Background: an optimization exercise with open tools, aiming at small area and a short achievable clock period. Do not read the settings as production practice.
Only simulation tests tie the RTL to the original design; equivalence was not proved.
Power figures rest on the tool's default switching activity, not on a simulated workload.

Setup of harbor:
// riscv32_core
module riscv32_core (
    input  wire clk,
    input  wire reset,
    input  wire [31:0] instr_in,
    output wire [31:0] pc_dbg,
    output wire [31:0] instr_dbg,
    output wire [31:0] x1_dbg,
    output wire [31:0] x2_dbg,
    output wire [31:0] x3_dbg,
    output wire [31:0] x4_dbg
);
For scale: about 3700 cells after synthesis, about 0.050 sq mm of cells after synthesis.
export LEC_CHECK = 0
export CAP_MARGIN = 20
export CORE_MARGIN = 2
export CORE_UTILIZATION = 40
export PLACE_DENSITY = 0.55
export SLEW_MARGIN = 20
create_clock -name core_clock -period 12.0 [get_ports {clk}]
standard.sh (not shown) runs the stock make flow with config.mk's settings and CLKGATE_MAP_FILE= SYNTH_SCRIPT=/design/flow/synth_recipe.tcl, a recipe that flattens the netlist after the stock synthesis.
==> flow/flow/run.sh <==
#!/bin/bash
# Layout flow: the standard ORFS flow (standard.sh), unchanged, with three
# optimisation settings passed through the environment:
#  - port buffers use sky130_fd_sc_hd__buf_2 instead of the default delay
#    buffer (every input and output port still gets its own buffer);
#  - timing repair aims for extra setup slack, so that the design is sized
#    for a shorter achieved period (the SDC and clock period are unchanged);
#  - clock tree synthesis uses ORFS's default arguments plus larger sink
#    clusters and no dummy loads, for fewer clock buffers (the clock still
#    reaches every register through the buffered tree).
# make's full output goes to standard.log; ORFS's per-step logs stay under
# orfs/logs/.
set -euo pipefail
export BUFFER_PORTS_ARGS="-buffer_cell sky130_fd_sc_hd__buf_2"
export SETUP_SLACK_MARGIN=7.0
export CTS_ARGS="-sink_clustering_enable -repair_clock_nets -dont_use_dummy_load -sink_clustering_size 24 -sink_clustering_max_diameter 80"
bash standard.sh > standard.log 2>&1
Edits applied to the flow inputs when going from harbor to juniper:
==> flow/flow/run.sh <==
#!/bin/bash
# Layout flow: the standard ORFS flow (standard.sh), unchanged, with three
# optimisation settings passed through the environment:
#  - port buffers use sky130_fd_sc_hd__buf_2 instead of the default delay
#    buffer (every input and output port still gets its own buffer);
#  - timing repair aims for extra setup slack, so that the design is sized
#    for a shorter achieved period (the SDC and clock period are unchanged);
#  - clock tree synthesis uses ORFS's default arguments but inserts no dummy
#    loads.
# make's full output goes to standard.log; ORFS's per-step logs stay under
# orfs/logs/.
set -euo pipefail
export BUFFER_PORTS_ARGS="-buffer_cell sky130_fd_sc_hd__buf_2"
export SETUP_SLACK_MARGIN=6.5
export CTS_ARGS="-sink_clustering_enable -repair_clock_nets -dont_use_dummy_load"
bash standard.sh > standard.log 2>&1
==> summary.txt <==
- The estimated power of juniper ends up higher than the estimate for harbor.
- Taking harbor as the reference, in juniper routing usage on met3 now sits higher, final-layout worst hold slack fell by 7.3 ps, cell area after layout now smaller, clock power share rose by 9.3 points.
- The flow did not stop early for juniper: all stages ran, and the layout cleared the timing, DRC and antenna checks.
--- input diff juniper..indigo ---
--- a/flow/flow/run.sh
+++ b/flow/flow/run.sh
@@ -7,4 +7,5 @@
 #    for a shorter achieved period (the SDC and clock period are unchanged);
-#  - clock tree synthesis uses ORFS's default arguments but inserts no dummy
-#    loads.
+#  - clock tree synthesis uses ORFS's default arguments plus larger sink
+#    clusters and no dummy loads, for fewer clock buffers (the clock still
+#    reaches every register through the buffered tree).
 # make's full output goes to standard.log; ORFS's per-step logs stay under
@@ -13,4 +14,4 @@
 export BUFFER_PORTS_ARGS="-buffer_cell sky130_fd_sc_hd__buf_2"
-export SETUP_SLACK_MARGIN=6.5
-export CTS_ARGS="-sink_clustering_enable -repair_clock_nets -dont_use_dummy_load"
+export SETUP_SLACK_MARGIN=6.8
+export CTS_ARGS="-sink_clustering_enable -repair_clock_nets -dont_use_dummy_load -sink_clustering_size 24 -sink_clustering_max_diameter 80"
 bash standard.sh > standard.log 2>&1
--- outcome ---
In indigo relative to juniper, largest net degree at the start of global routing had gone down by a little under 10%. Higher combinational power goes to indigo over juniper. Looking at worst clock skew on the final layout across indigo and juniper, the one that comes out lower is indigo. Cell area | indigo vs juniper | indigo smaller. Vias: indigo above juniper. Post-placement worst setup slack was lower in indigo than in juniper. Diff juniper -> indigo | power per unit of standard cell area | down by more than 10%. Overall power after layout: indigo lower than juniper.
Inputs modified between indigo and nickel:
--- a/flow/flow/run.sh
+++ b/flow/flow/run.sh
@@ -7,5 +7,4 @@
 #    for a shorter achieved period (the SDC and clock period are unchanged);
-#  - clock tree synthesis uses ORFS's default arguments plus larger sink
-#    clusters and no dummy loads, for fewer clock buffers (the clock still
-#    reaches every register through the buffered tree).
+#  - clock tree synthesis uses ORFS's default arguments but inserts no dummy
+#    loads.
 # make's full output goes to standard.log; ORFS's per-step logs stay under
@@ -15,3 +14,3 @@
 export SETUP_SLACK_MARGIN=6.8
-export CTS_ARGS="-sink_clustering_enable -repair_clock_nets -dont_use_dummy_load -sink_clustering_size 24 -sink_clustering_max_diameter 80"
+export CTS_ARGS="-sink_clustering_enable -repair_clock_nets -dont_use_dummy_load"
 bash standard.sh > standard.log 2>&1
## What came out
Compared with indigo, nickel improves clock skew. Non-clock buffer count, indigo and nickel: larger value in indigo. The higher final core utilization of indigo and nickel is in nickel. Looking at critical-path cell with the highest stage delay, the a2111oi_1 result is from indigo; the clkbuf_8 one comes from nickel. Looking at indigo and nickel, the register cell area after layout is a wash. indigo ended up with instr_in[24] as its critical path startpoint; nickel ended up with instr_in[16]. Compared with indigo, nickel instantiates a larger number of standard cells. Run comparison: indigo end point of the critical path p_bg[6]; nickel end point of the critical path p_bp[5]. On total routing usage reported by global routing: nickel sits above indigo.
Changes in tundra relative to nickel:
--- a/flow/flow/run.sh
+++ b/flow/flow/run.sh
@@ -7,4 +7,5 @@
 #    for a shorter achieved period (the SDC and clock period are unchanged);
-#  - clock tree synthesis uses ORFS's default arguments but inserts no dummy
-#    loads.
+#  - clock tree synthesis uses ORFS's default arguments plus larger sink
+#    clusters and no dummy loads, for fewer clock buffers (the clock still
+#    reaches every register through the buffered tree).
 # make's full output goes to standard.log; ORFS's per-step logs stay under
@@ -14,3 +15,3 @@
 export SETUP_SLACK_MARGIN=6.8
-export CTS_ARGS="-sink_clustering_enable -repair_clock_nets -dont_use_dummy_load"
+export CTS_ARGS="-sink_clustering_enable -repair_clock_nets -dont_use_dummy_load -sink_clustering_size 24 -sink_clustering_max_diameter 80"
 bash standard.sh > standard.log 2>&1
--- a/flow/config.mk
+++ b/flow/config.mk
@@ -10,3 +10,3 @@
 export CORE_UTILIZATION = 40
-export PLACE_DENSITY = 0.55
+export PLACE_DENSITY = 0.65
 export SLEW_MARGIN = 20
Notes after the runs:
- Cmp tundra vs nickel: cell-internal power lower in tundra
- tundra — worst slew margin relative to its limit 0.90 points higher, nickel as reference
- Summary of tundra over nickel: number of buffers inserted by post-CTS setup repair +50%, area added between synthesis and finish now sits lower, detailed-routed wire length on met3 +5.7%.

afterwards: timing with drivers on the ports:
The flow's constraints put no driver on any port. The routed layouts listed below were extracted and timed again, unchanged, in two steps. Step 1 (the two cells are an assumption about what drives the block):
set clk [get_ports {clk}]
set_driving_cell -lib_cell sky130_fd_sc_hd__clkbuf_16 $clk
set_driving_cell -lib_cell sky130_fd_sc_hd__buf_2 [delete_from_list [all_inputs] $clk]
Step 2 moves the port delays by t, midway between the first and last clock arrival at a register: inputs arrive t later, outputs are due t later. That takes back most of the time a late clock gives input paths. Slacks: no drivers / after step 1 / after step 2; pairs: no drivers / after step 1.
run	t (ns)	slack for setup (ns)	latest minus earliest clock arrival (ns)	worst slew at a driven data input, ns	pins driven straight from the clock port
harbor	0.762	6.882 / 6.760 / 5.998	0.077 / 0.077	0.19	1
juniper	0.778	6.508 / 6.462 / 5.785	0.052 / 0.051	0.08	1
indigo	0.788	6.764 / 6.711 / 6.024	0.059 / 0.059	0.07	1
nickel	0.774	6.759 / 6.720 / 6.034	0.045 / 0.045	0.07	1
tundra	0.745	6.679 / 6.630 / 5.984	0.086 / 0.086	0.08	1
After both steps every run listed still meets setup and hold. For harbor, which loses most, drivers alone change the setup slack by -0.122 ns; drivers and shift together by -0.884 ns.
